From an optimization exercise on the open Yosys and OpenROAD flow, aimed at small area; shortcuts taken in it are not production practice. The RTL was checked by simulation tests, not by an equivalence proof against the original design. Power and IR drop assume default switching activity.

[flow/config.mk]
export PLATFORM = sky130hd
export DESIGN_NAME = accelerator
export DESIGN_NICKNAME = accelerator
export VERILOG_FILES = /design/flow/design.v
export SDC_FILE = /design/flow/constraint.sdc
export NUM_CORES = 4
export LEC_CHECK = 0
export CAP_MARGIN = 20
export CORE_MARGIN = 2
export CORE_UTILIZATION = 45
export SLEW_MARGIN = 20
[flow/constraint.sdc]
create_clock -name core_clock -period 14.0 [get_ports {i_clk}]
set_input_delay 2.8000 -clock core_clock [delete_from_list [all_inputs] [get_ports {i_clk}]]
set_output_delay 2.8000 -clock core_clock [all_outputs]
set_load 0.01 [all_outputs]
[flow/design.v]
module fp_neg
(	input [26:0] i_in,
	output [26:0] o_out
);
assign o_out = {~i_in[26], i_in[25:0]};
endmodule
module FpAdd (
              clk,              
              in1,           
              in2,           
              sum,           
              rst
              );
   input wire clk;
   input wire [26:0] in1;
   input wire [26:0] in2;
   input wire        rst;
   output reg [26:0] sum;
   parameter sign = 26;
   parameter ex_end = 25;
   parameter ex_st = 18;
   parameter ma_end = 17;
   parameter ma_st = 0;
   reg [26:0] greater;
   reg [26:0] smaller;
   always @(*)
     begin
        if (in1[25:18] > in2[25:18])
          begin
             greater <= in1;
             smaller <= in2;
          end
        else
          if (in1[25:18] == in2[25:18] && in1[17:0] > in2[17:0])
            begin
               greater <= in1;
               smaller <= in2;
            end
          else
            begin
               greater <= in2;
               smaller <= in1;
            end
     end  
   reg [18:0] net_small;
   wire [25:18] small_shift;
   assign small_shift = greater[25:18] - smaller[25:18];
   always @(*)
     begin
        if (greater[25:18] - smaller[25:18] <= 5'd18)
          begin
             net_small <= {1'b1,smaller[17:0]} >> (small_shift);
          end
        else
          begin
             net_small <= 'b0;
          end
     end  
   reg [26:0] gr;
   reg [19:0] sm;
   reg [25:18]    net_expt;
   reg [25:18]    sm_shift;
   always @(posedge clk )
     begin
        if (rst == 'b0)
          begin
             gr <= 'b0;
             sm <= 'b0;
             net_expt <= 'b0;
             sm_shift <= 'b0;
          end 
        else
           begin
             gr <= greater;
             sm <= {smaller[26],net_small};  
             net_expt <= greater[25:18];
             sm_shift <= small_shift;
          end    
     end
   wire sub;
   assign sub = (gr[26] ^ sm[19]);
   reg [19:0] add_out;
   always @(*)
      begin
         add_out <= ({1'b1,gr[17:0]} + {sm[18:0]});
      end
   reg [25:18] expt_carry;
   always @(*)
     begin
        expt_carry <= net_expt + {7'b0,add_out[19]};
     end
   reg [26:0] add_result;
   wire [17:0] final_add = (add_out[19]) ? 
               {add_out[18:1]} : add_out[17:0];
   always @(*)
     begin
        add_result <= {gr[26],expt_carry,final_add};
     end  
   reg [18:0] sub_out;
   always @(*)
     begin
        sub_out <= {1'b1,gr[17:0]} - sm[18:0];
     end
   reg [4:0] sub_shift;
      always @(*)
     begin
        casex (sub_out)
          19'b1XXXXXXXXXXXXXXXXXX: sub_shift <= 5'd0;
          19'b01XXXXXXXXXXXXXXXXX: sub_shift <= 5'd1;
          19'b001XXXXXXXXXXXXXXXX: sub_shift <= 5'd2;
          19'b0001XXXXXXXXXXXXXXX: sub_shift <= 5'd3;
          19'b00001XXXXXXXXXXXXXX: sub_shift <= 5'd4;
          19'b000001XXXXXXXXXXXXX: sub_shift <= 5'd5;
          19'b0000001XXXXXXXXXXXX: sub_shift <= 5'd6;
          19'b00000001XXXXXXXXXXX: sub_shift <= 5'd7;
          19'b000000001XXXXXXXXXX: sub_shift <= 5'd8;
          19'b0000000001XXXXXXXXX: sub_shift <= 5'd9;
          19'b00000000001XXXXXXXX: sub_shift <= 5'd10;
          19'b000000000001XXXXXXX: sub_shift <= 5'd11;
          19'b0000000000001XXXXXX: sub_shift <= 5'd12;
          19'b00000000000001XXXXX: sub_shift <= 5'd13;
          19'b000000000000001XXXX: sub_shift <= 5'd14;
          19'b0000000000000001XXX: sub_shift <= 5'd15;
          19'b00000000000000001XX: sub_shift <= 5'd16;
          19'b000000000000000001X: sub_shift <= 5'd17;
          19'b0000000000000000001: sub_shift <= 5'd18;
          19'b0000000000000000000: sub_shift <= 5'd19;
          default:                sub_shift <= 5'd0;
        endcase
     end  
   reg [7:0] sub_expt;
   always @(*)
     begin
        sub_expt <= net_expt - {3'b0,sub_shift};
     end
   reg [17:0] final_sub;
   reg [18:0] temp_sub;
   always @(*)
     begin
        temp_sub <= (sub_out << sub_shift);
        final_sub <= temp_sub[17:0];
     end
   reg [26:0] sub_result;
   always @(*)
     begin
        sub_result <= {gr[26],sub_expt,final_sub};
     end
   always @(*)
     begin
        if (sub)
          begin
             sum <= sub_result;
          end
        else
          begin
             sum <= add_result;
          end
     end
   wire [18:0] sm_mant = sm[18:0];
   wire [18:0] gr_mant = {1'b1,gr[17:0]};
endmodule
module fp_mul(num1,num2,res);
input wire [26:0]num1,num2;
output [26:0]res;
wire sign_a,sign_b;
wire sign_res;
wire [7:0]exp_a,exp_b,exp;
wire [8:0] exp_sum;
reg [8:0] exp_res;
wire [18:0]frac_a,frac_b;
wire [18:0]man_a,man_b;
wire [37:0]prod;
reg [17:0]mantissa;
wire [26:0]res;
wire zero,zero_res;
assign zero = ~((|num1[25:0])  && (|num2[25:0]));
assign sign_a=num1[26];
assign sign_b=num2[26];
assign exp_a=num1[25:18];
assign exp_b=num2[25:18];
assign frac_a= (|num1[25:18])? { 1'b1,num1[17:0]}:{1'b0,num1[17:0]};
assign frac_b= (|num2[25:18])? { 1'b1,num2[17:0]}:{1'b0,num2[17:0]};
assign sign_res = sign_a ^ sign_b;
assign exp_sum= exp_a + exp_b;
assign prod= frac_a * frac_b ;
wire norm;
assign norm = (prod[37])?1'b1:1'b0;
always @(*)
begin
	exp_res= exp_sum - 8'd127  ;     
	if(!norm)
		begin
		mantissa= prod[35:18];
		end
	else
		begin
		mantissa= prod[36:19];
		exp_res=exp_res + 1'b1;
		end
end
assign zero_res = ~(|{exp_res,mantissa});
assign res= (zero_res || zero)?{sign_res,26'b0}:{sign_res,exp_res[7:0],mantissa};
endmodule
module fast_inv_sqrt
( input i_clk, i_rst,
  input [26:0] i_x,
  output [26:0] o_inv_sqrt
);
wire w_sign;
wire [7:0] w_exponent;
wire [17:0] w_mantissa;
assign w_sign = i_x[26];
assign w_exponent = i_x[25:18];
assign w_mantissa = i_x[17:0];
reg [26:0] r_s12_a, r_s12_b, r_s12_c;  
reg [26:0] r_s23_a, r_s23_b;
reg [26:0] r_s34_a;
reg [26:0] r_s45_a, r_s45_b;
wire [26:0] w_s12_a, w_s12_b, w_s12_c;  
wire [26:0] w_s23_a, w_s23_b;
wire [26:0] w_s34_a;
wire [26:0] w_s45_a, w_s45_b;
assign w_s12_c = 27'd49920718 - (i_x>>1);  
assign w_s12_b = {w_sign, w_exponent-8'd1,w_mantissa};  
always @(posedge i_clk )
begin
	if(!i_rst)
	begin
		r_s12_a <= 27'b0;
		r_s12_b <= 27'b0;
		r_s12_c <= 27'b0;
		r_s23_a <= 27'b0;
		r_s23_b <= 27'b0;
		r_s34_a <= 27'b0;
		r_s45_a <= 27'b0;
		r_s45_b <= 27'b0;
	end
	else
	begin
		r_s12_a <= w_s12_a;
		r_s12_b <= w_s12_b;
		r_s12_c <= w_s12_c;
		r_s23_a <= w_s23_a;
		r_s23_b <= w_s23_b;
		r_s34_a <= w_s34_a;
		r_s45_a <= w_s45_a;
		r_s45_b <= w_s45_b;
	end
end
fp_mul m_inst1 (w_s12_c, w_s12_c, w_s12_a);
fp_mul m_inst2 (r_s12_a, r_s12_b, w_s23_a);
assign w_s23_b = r_s12_c;
FpAdd a_inst1 (i_clk, 27'd33423360, {~r_s23_a[26],r_s23_a[25:0]}, w_s45_a, i_rst);
assign w_s34_a = r_s23_b;
assign w_s45_b = r_s34_a;
fp_mul m_inst3 (r_s45_a, r_s45_b, o_inv_sqrt);
endmodule
module accelerator
(	input i_clk, i_rst,
	input [31:0] i_b1_x, i_b1_y,  
	input [31:0] i_b2_x, i_b2_y,  
	input [31:0] i_m_b2,  
	input [31:0] i_a_b1_x, i_a_b1_y,  
	output [31:0] o_a_b1_x, o_a_b1_y  
);
localparam [26:0] epsilon_square = {1'd0, 8'd100, 18'd0};  
integer i;
reg [26:0] r_mass_pipe_reg[0:14];
always @(posedge i_clk )
begin
	if(!i_rst)
	begin
		for(i=0;i<15;i=i+1)
			r_mass_pipe_reg[i] <= 'd0;
	end
	else
	begin
		for(i=0;i<14;i=i+1)
			r_mass_pipe_reg[i+1] <= r_mass_pipe_reg[i];
		r_mass_pipe_reg[0] <= i_m_b2[31:5];
	end
end
wire  [26:0] w_b2_x_neg, w_b2_y_neg;
fp_neg neg_inst1 (i_b2_x[31:5], w_b2_x_neg);
fp_neg neg_inst2 (i_b2_y[31:5], w_b2_y_neg);
wire  [26:0] w_x_displacement, w_y_displacement;
FpAdd add_inst1 (i_clk, i_b1_x[31:5], w_b2_x_neg, w_x_displacement, i_rst);
FpAdd add_inst2 (i_clk, i_b1_y[31:5], w_b2_y_neg, w_y_displacement, i_rst);
reg [26:0] r_x_displacement, r_y_displacement;
always @(posedge i_clk )
begin
	if(!i_rst)
	begin
		r_x_displacement <= 'd0;
		r_y_displacement <= 'd0;
	end
	else
	begin
		r_x_displacement <= w_x_displacement;
		r_y_displacement <= w_y_displacement;
	end
end
wire  [26:0] w_x_displacement_square, w_y_displacement_square;
fp_mul mul_inst1 (r_x_displacement, r_x_displacement,  w_x_displacement_square);
fp_mul mul_inst2 (r_y_displacement, r_y_displacement,  w_y_displacement_square);
reg [26:0] r_x_displacement_square, r_y_displacement_square;
always @(posedge i_clk )
begin
	if(!i_rst)
	begin
		r_x_displacement_square <= 'd0;
		r_y_displacement_square <= 'd0;
	end
	else
	begin
		r_x_displacement_square <= w_x_displacement_square;
		r_y_displacement_square <= w_y_displacement_square;
	end
end
reg [26:0] r_x_displacement_pipe_reg[0:7];
reg [26:0] r_y_displacement_pipe_reg[0:7];
always @(posedge i_clk )
begin
	if(!i_rst)
	begin
		for(i=0;i<8;i=i+1)
		begin
			r_x_displacement_pipe_reg[i] <= 'd0;
			r_y_displacement_pipe_reg[i] <= 'd0;
		end
	end
	else
	begin
		for(i=0;i<7;i=i+1)
		begin
			r_x_displacement_pipe_reg[i+1] <= r_x_displacement_pipe_reg[i];
			r_y_displacement_pipe_reg[i+1] <= r_y_displacement_pipe_reg[i];
		end
		r_x_displacement_pipe_reg[0] <= r_x_displacement;
		r_y_displacement_pipe_reg[0] <= r_y_displacement;
	end
end
wire  [26:0] w_r_square;  
reg  [26:0] r_r_square;
FpAdd add_inst3 (i_clk, r_x_displacement_square, r_y_displacement_square, w_r_square, i_rst);
always @(posedge i_clk )
begin
	if(!i_rst)
		r_r_square <= 'd0;
	else
		r_r_square <= w_r_square;
end
reg [26:0] r_r_square_pipe_reg[0:4];
always @(posedge i_clk )
begin
	if(!i_rst)
	begin
		for(i=0;i<5;i=i+1)
			r_r_square_pipe_reg[i] <= 'd0;
	end
	else
	begin
		for(i=0;i<4;i=i+1)
			r_r_square_pipe_reg[i+1] <= r_r_square_pipe_reg[i];
		r_r_square_pipe_reg[0] <= r_r_square;
	end
end
wire  [26:0] w_inv_r;  
reg  [26:0] r_inv_r;
fast_inv_sqrt sqrt_inst1 (i_clk, i_rst, r_r_square, w_inv_r);
always @(posedge i_clk )
begin
	if(!i_rst)
		r_inv_r <= 'd0;
	else
		r_inv_r <= w_inv_r;
end
wire  [26:0] w_r_sqr_plus_ep_sqr;  
reg  [26:0] r_r_sqr_plus_ep_sqr;
FpAdd add_inst4 (i_clk, r_r_square, epsilon_square, w_r_sqr_plus_ep_sqr, i_rst);
always @(posedge i_clk )
begin
	if(!i_rst)
		r_r_sqr_plus_ep_sqr <= 'd0;
	else
		r_r_sqr_plus_ep_sqr <= w_r_sqr_plus_ep_sqr;
end
wire  [26:0] w_inv_sqrt_r_sqr_plus_ep_sqr;  
reg  [26:0] r_inv_sqrt_r_sqr_plus_ep_sqr;
fast_inv_sqrt sqrt_inst2 (i_clk, i_rst, r_r_sqr_plus_ep_sqr, w_inv_sqrt_r_sqr_plus_ep_sqr);
always @(posedge i_clk )
begin
	if(!i_rst)
		r_inv_sqrt_r_sqr_plus_ep_sqr <= 'd0;
	else
		r_inv_sqrt_r_sqr_plus_ep_sqr <= w_inv_sqrt_r_sqr_plus_ep_sqr;
end
wire  [26:0] w_x_hat, w_y_hat, w_r;  
reg  [26:0] r_x_hat_pipe_reg[0:3];
reg  [26:0] r_y_hat_pipe_reg[0:3];
reg  [26:0] r_r;
fp_mul mul_inst3 (r_x_displacement_pipe_reg[7], r_inv_r, w_x_hat);
fp_mul mul_inst4 (r_y_displacement_pipe_reg[7], r_inv_r, w_y_hat);
fp_mul mul_inst5 (r_r_square_pipe_reg[4], r_inv_r, w_r);
always @(posedge i_clk )
begin
	if(!i_rst)
	begin
		for(i=0;i<4;i=i+1)
		begin
			r_x_hat_pipe_reg[i] <= 'd0;
			r_y_hat_pipe_reg[i] <= 'd0;
		end
		r_r <= 'd0;
	end
	else
	begin
		for(i=0;i<3;i=i+1)
		begin
			r_x_hat_pipe_reg[i+1] <= r_x_hat_pipe_reg[i];
			r_y_hat_pipe_reg[i+1] <= r_y_hat_pipe_reg[i];
		end
		r_x_hat_pipe_reg[0] <= w_x_hat;
		r_y_hat_pipe_reg[0] <= w_y_hat;
		r_r <= w_r;
	end
end
reg [26:0] r_r_1;
always @(posedge i_clk )
begin
	if(!i_rst)
		r_r_1 <= 'd0;
	else
		r_r_1 <= r_r;
end
wire  [26:0] w_r_by_sqrt_r_sqr_plus_ep_sqr;  
wire  [26:0] w_inv_r_sqr_plus_ep_sqr;  
reg [26:0] r_r_by_sqrt_r_sqr_plus_ep_sqr;
reg [26:0] r_inv_r_sqr_plus_ep_sqr;
fp_mul mul_inst6 (r_r_1, r_inv_sqrt_r_sqr_plus_ep_sqr, w_r_by_sqrt_r_sqr_plus_ep_sqr);
fp_mul mul_inst7 (r_inv_sqrt_r_sqr_plus_ep_sqr, r_inv_sqrt_r_sqr_plus_ep_sqr, w_inv_r_sqr_plus_ep_sqr);
always @(posedge i_clk )
begin
	if(!i_rst)
	begin
		r_r_by_sqrt_r_sqr_plus_ep_sqr <= 'd0;
		r_inv_r_sqr_plus_ep_sqr <= 'd0;
	end
	else
	begin
		r_r_by_sqrt_r_sqr_plus_ep_sqr <= w_r_by_sqrt_r_sqr_plus_ep_sqr;
		r_inv_r_sqr_plus_ep_sqr <= w_inv_r_sqr_plus_ep_sqr;
	end
end
wire  [26:0] w_r_by_cubeof_sqrt_r_sqr_plus_ep_sqr;  
reg  [26:0] r_r_by_cubeof_sqrt_r_sqr_plus_ep_sqr;
fp_mul mul_inst8 (r_r_by_sqrt_r_sqr_plus_ep_sqr, r_inv_r_sqr_plus_ep_sqr, w_r_by_cubeof_sqrt_r_sqr_plus_ep_sqr);
always @(posedge i_clk )
begin
	if(!i_rst)
		r_r_by_cubeof_sqrt_r_sqr_plus_ep_sqr <= 'd0;
	else
		r_r_by_cubeof_sqrt_r_sqr_plus_ep_sqr <= w_r_by_cubeof_sqrt_r_sqr_plus_ep_sqr;
end
wire  [26:0] w_x_a_part, w_y_a_part, w_neg_x_a_part, w_neg_y_a_part ;  
reg  [26:0] r_x_a_part, r_y_a_part;
fp_mul mul_inst9  (r_x_hat_pipe_reg[3], r_r_by_cubeof_sqrt_r_sqr_plus_ep_sqr, w_x_a_part);
fp_mul mul_inst10 (r_y_hat_pipe_reg[3], r_r_by_cubeof_sqrt_r_sqr_plus_ep_sqr, w_y_a_part);
fp_neg neg_inst3  (w_x_a_part, w_neg_x_a_part);
fp_neg neg_inst4  (w_y_a_part, w_neg_y_a_part);
always @(posedge i_clk )
begin
	if(!i_rst)
	begin
		r_x_a_part <= 'd0;
		r_y_a_part <= 'd0;
	end
	else
	begin
		r_x_a_part <= w_neg_x_a_part;
		r_y_a_part <= w_neg_y_a_part;
	end
end
wire  [26:0] w_a_b1_x, w_a_b1_y;
reg  [26:0] r_a_b1_x, r_a_b1_y;
fp_mul mul_inst11 (r_mass_pipe_reg[14], r_x_a_part, w_a_b1_x);
fp_mul mul_inst12 (r_mass_pipe_reg[14], r_y_a_part, w_a_b1_y);
always @(posedge i_clk )
begin
	if(!i_rst)
	begin
		r_a_b1_x <= 'd0;
		r_a_b1_y <= 'd0;
	end
	else
	begin
		r_a_b1_x <= w_a_b1_x;
		r_a_b1_y <= w_a_b1_y;
	end
end
wire  [26:0] w_final_a_b1_x, w_final_a_b1_y;
reg   [26:0] r_final_a_b1_x, r_final_a_b1_y;
FpAdd add_inst5 (i_clk, r_a_b1_x, i_a_b1_x[31:5], w_final_a_b1_x, i_rst);
FpAdd add_inst6 (i_clk, r_a_b1_y, i_a_b1_y[31:5], w_final_a_b1_y, i_rst);
always @(posedge i_clk )
begin
	if(!i_rst)
	begin
		r_final_a_b1_x <= 'd0;
		r_final_a_b1_y <= 'd0;
	end
	else
	begin
		r_final_a_b1_x <= w_final_a_b1_x;
		r_final_a_b1_y <= w_final_a_b1_y;
	end
end
assign o_a_b1_x = {r_final_a_b1_x, 5'b0};
assign o_a_b1_y = {r_final_a_b1_y, 5'b0};
endmodule
[flow/run.sh]
#!/bin/bash
# synth_recipe.tcl (not shown) runs the flow's synth.tcl, then flattens the netlist and writes it again
# the make line also repeats each setting of config.mk as NAME=value (left out here)
make -C /OpenROAD-flow-scripts/flow DESIGN_CONFIG=/design/flow/config.mk WORK_HOME=/design/flow/orfs CLKGATE_MAP_FILE= SYNTH_SCRIPT=/design/flow/synth_recipe.tcl finish
==> summary.txt <==
slowest CP cell a221oi_1; setup TNS 0 ns; Core Box Area 680900 µm²; Setup-failing EPs final 0; Cells after Synth about 35000; die boundary width between 800 and 900 µm; Final nets 42170; share of cells above drive strength 1 approximately 3.8%; RSZ-0062 raised after global routing no; endpoint class of the critical path flop; hpwl dp around 600000 µm; data arrival time of the critical path 13.47 ns; antenna-violating nets left 0; critical path's most frequent cell fa_1; starting density of the core 45.18%; vias post-DR 226000; Crit Path Class reg -> reg; worst setup margin between 1 and 1.5 ns; drt first-iter violations roughly 15000; final max-slew violation count 0; outcome finished clean; skew final approximately 0.11 ns; Worst-Margin Slew around 1.2 ns; Worst-path clk slew 0.06 ns; first-pass GRT wire length between 1000000 and 1500000 µm; drt pass-1 iters 7; number of distinct library cells after synthesis 110; Total Wirelength 801400 µm; cell area after synthesis just over 300000 µm²; Clock power frac roughly an eighth; IO buf count ~240; residual DRC count 0; fin crit period ~13 ns; Detail Route met2 WL between 300000 and 400000 µm; initial antenna violation count 39; leak pwr 159.8 nW; Crit Path Max Fanout 24; vias in the first global route about 240k; peak supply drop roughly 2.3 mV; max incr delay on CP approximately 0.95 ns; max reg flops around 400; Critical path destination sqrt_inst2.r_s12_a[18]$_SDFF_PP0_; Synth warnings 16; via/cell ratio 5.214; chip height 830.8 µm; Top Metal Used met5; FF-to-FF setup slack approximately 1.4 ns; TritonCTS buffer count between 200 and 300; Setup crit start r_r_sqr_plus_ep_sqr[1]$_SDFF_PN0_; DP Worst Slack 1.621 ns; relative slew slack about a fifth; Post-synth EDFFs 0; Fmax roughly 80 MHz; maxcap violations 0; Resized cells post-CTS 0; Area growth syn-to-layout 6.908%; startpoint types flop; path depth of the worst reg2reg path 40; CP required 14.88 ns; clock latency on the worst-skew pair 1.02 ns; root buffer cell clkbuf_16; CTS tree built; Switching Share about 52%; fillers 65240; hold_ws roughly 0.39 ns; setup bufs post-CTS 0; total power 63.87 mW; placer congestion estimate 0.8880; sequential area share after synthesis between 10% and 20%; Die Area 690300 µm²; DR WL/cell about 18 µm; post-synthesis register bit count about 2500; Hold WC Path Type reg -> reg; GRT Overall Usage 23.13%; grt total ovfl 0; worst flop-to-flop path startpoint r_r_sqr_plus_ep_sqr[1]$_SDFF_PN0_; P per Cell Area around 200 nW/µm²; cell internal pwr between 30 and 40 mW; Final Hold Viols 0; clock sink count roughly 2500; Combinational Power Share between 70% and 80%; ys async rst share 0%; sw power about 33 mW; met3 routed WL 49610 µm; Final period util between 80% and 90%; Avg Cell Area, Syn 8.828 µm²; htree depth 5; I/O pins 290; # hold bufs at CTS 0; FF-to-FF End sqrt_inst2.r_s12_a[18]$_SDFF_PP0_; Core Rows slightly above 300; largest net degree at the start of global routing 169; Reg power frac about an eighth; Clock Path Buffers 4; WL met1 ~360000 µm; top_reg_cell synth dfxtp_1
## cell families after synthesis
logic type               after synthesis  synth area share (%)
buffers and inverters               8391                 10.27
multiplexers                         733                 2.495
AO/OA/AOI/OAI                       3238                 6.855
AND/OR/NAND/NOR                    11300                 17.74
adder cells (fa/ha/maj)             7840                 44.11
flip-flops                          2458                 16.00
XOR/XNOR                             890                 2.538
other                                  1              0.001219
## per-stage QoR
stage / instance area, µm² / std cells / utilization [%]
after floorplan: 307700 / 34860 / -
after global placement: 318900 / 42810 / 46.83
after detailed placement: 318900 / 42810 / 46.83
after CTS: 328800 / 43330 / 48.29
after global routing: 328800 / 43330 / 48.30
final: 328900 / 43350 / 48.30
## worst min path at each step
| stage | from | end | slack (ns) | depth (start not counted) |
|---|---|---|---|---|
| after floorplan | sqrt_inst1.r_s45_a[26]$_SDFF_PN0_ | r_inv_r[26]$_SDFF_PN0_ | 0.41 | 1 |
| after global placement | r_y_displacement_pipe_reg[5][2]$_SDFF_PN0_ | r_y_displacement_pipe_reg[6][2]$_SDFF_PN0_ | 0.41 | 1 |
| after detailed placement | r_mass_pipe_reg[2][23]$_SDFF_PN0_ | r_mass_pipe_reg[3][23]$_SDFF_PN0_ | 0.42 | 1 |
| after CTS | r_y_displacement_pipe_reg[6][17]$_SDFF_PN0_ | r_y_displacement_pipe_reg[7][17]$_SDFF_PN0_ | 0.38 | 1 |
| after global routing | sqrt_inst1.r_s34_a[24]$_SDFF_PN0_ | sqrt_inst1.r_s45_b[24]$_SDFF_PN0_ | 0.40 | 1 |
| final | r_y_displacement_pipe_reg[5][1]$_SDFF_PN0_ | r_y_displacement_pipe_reg[6][1]$_SDFF_PN0_ | 0.39 | 1 |
## layout by cell type (no fill, tap or decap), drive strengths merged, types with 43 or more instances in the layout
| cell type | synthesis | routed |
|---|---|---|
| a21oi | 1117 | 1117 |
| a21boi | 47 | 47 |
| buf | 138 | 529 |
| o22ai | 60 | 60 |
| inv | 6560 | 6588 |
| or4 | 56 | 56 |
| mux2 | 70 | 70 |
| a31oi | 109 | 109 |
| nor4 | 226 | 226 |
| nand4 | 152 | 152 |
| xnor2 | 614 | 614 |
| nor3 | 331 | 331 |
| o21a | 107 | 107 |
| nand3 | 223 | 223 |
| o21ai | 465 | 465 |
| fa | 5008 | 5008 |
| a211oi | 164 | 164 |
| and2 | 3179 | 3179 |
| o31ai | 54 | 54 |
| dfxtp | 2458 | 2458 |
| nand2 | 4599 | 4599 |
| and3 | 141 | 141 |
| nor2b | 208 | 208 |
| nand2b | 176 | 176 |
| mux2i | 643 | 643 |
| o21bai | 109 | 109 |
| a211o | 43 | 43 |
| clkdlybuf4s50 | 0 | 243 |
| a21o | 353 | 353 |
| clkbuf | 1678 | 377 |
| ha | 2832 | 2832 |
| o211ai | 98 | 98 |
| or2 | 63 | 63 |
| xor2 | 275 | 275 |
| nor2 | 1715 | 1715 |
| or3 | 83 | 83 |
| clkinv | 15 | 83 |
## final cells by class
| cell class | instances | area [µm²] | share of cell area (%) |
|---|---|---|---|
| Sequential cell | 2458 | 49240 | 14.97 |
| Antenna cell | 20 | 50.05 | 0.01522 |
| Inverter | 6575 | 24690 | 7.507 |
| Multi-Input combinational cell | 24010 | 227300 | 69.10 |
| Timing Repair Buffer | 772 | 6474 | 1.968 |
| Tap cell | 8997 | 11260 | 3.423 |
| Clock inverter | 143 | 1971 | 0.5992 |
| Clock buffer | 377 | 7933 | 2.412 |
## routing by layer
layer  vias to the layer above  track usage (%)
met5                         -                0
met4                        10            6.300
met3                      1278            2.933
met1                    112800            32.73
met2                      6509            37.48
li1                     105400                -
## cell usage after synthesis (all sizes together), types with 109 or more instances
library cell,n,area [µm²]
a211oi,164,1244
a21o,353,2650
a21oi,1117,5590
a31oi,109,709.4
and2,3179,19890
and3,141,882.1
buf,138,608.1
clkbuf,1678,6300
dfxtp,2458,49210
fa,5008,100300
ha,2832,35430
inv,6560,24620
mux2i,643,6436
nand2,4599,17260
nand2b,176,1101
nand3,223,1116
nand4,152,950.9
nor2,1715,6437
nor2b,208,1301
nor3,331,1657
nor4,226,1420
o21ai,465,2331
o21bai,109,818.3
xnor2,614,5378
xor2,275,2409
## power by group through the flow
stage          logic (mW)  clock network (mW)  registers [mW]
2_1_floorplan        37.7                   0            8.17
5_1_grt              53.1                8.30            8.47
4_1_cts              47.7                8.03            8.41
3_5_place_dp         47.5                   0            8.56
3_3_place_gp         47.1                   0            8.55
6_report             47.6                7.80            8.42
## worst max-delay path: cells and delay by family (launching register included)
family          cells  cell delay [ns]
compound gates     10             3.35
xor+xnor            1             0.42
fa+ha+maj          10             3.88
buf+inv             4             0.30
flops               1             0.41
mux                 1             0.09
simple gates       14             4.01

port drivers added, routing unchanged:
Ports are ideal in the flow. The routed layout listed here was re-timed in OpenROAD.
Step 1: set_driving_cell puts a clkbuf_16 on i_clk and a buf_2 on each other input, an assumption about the parent block.
Step 2 adds t to the input delays and takes it off the output delays; t is the mean of the earliest and latest rising clock arrival at the registers after step 1. Input paths then give back, and output paths get back, about the clock's delay inside the block.
a / b / c = ideal ports / drivers / drivers and shift; a / b = the first two.
t, ns: 1.091
slack for setup (ns): 1.411 / 1.411 / 1.411
latest minus earliest clock arrival (ns): 0.120 / 0.119
After both steps setup and hold are still met in this run. The setup slack of this run moves by 0.000 ns with the drivers and by 0.000 ns with both steps.
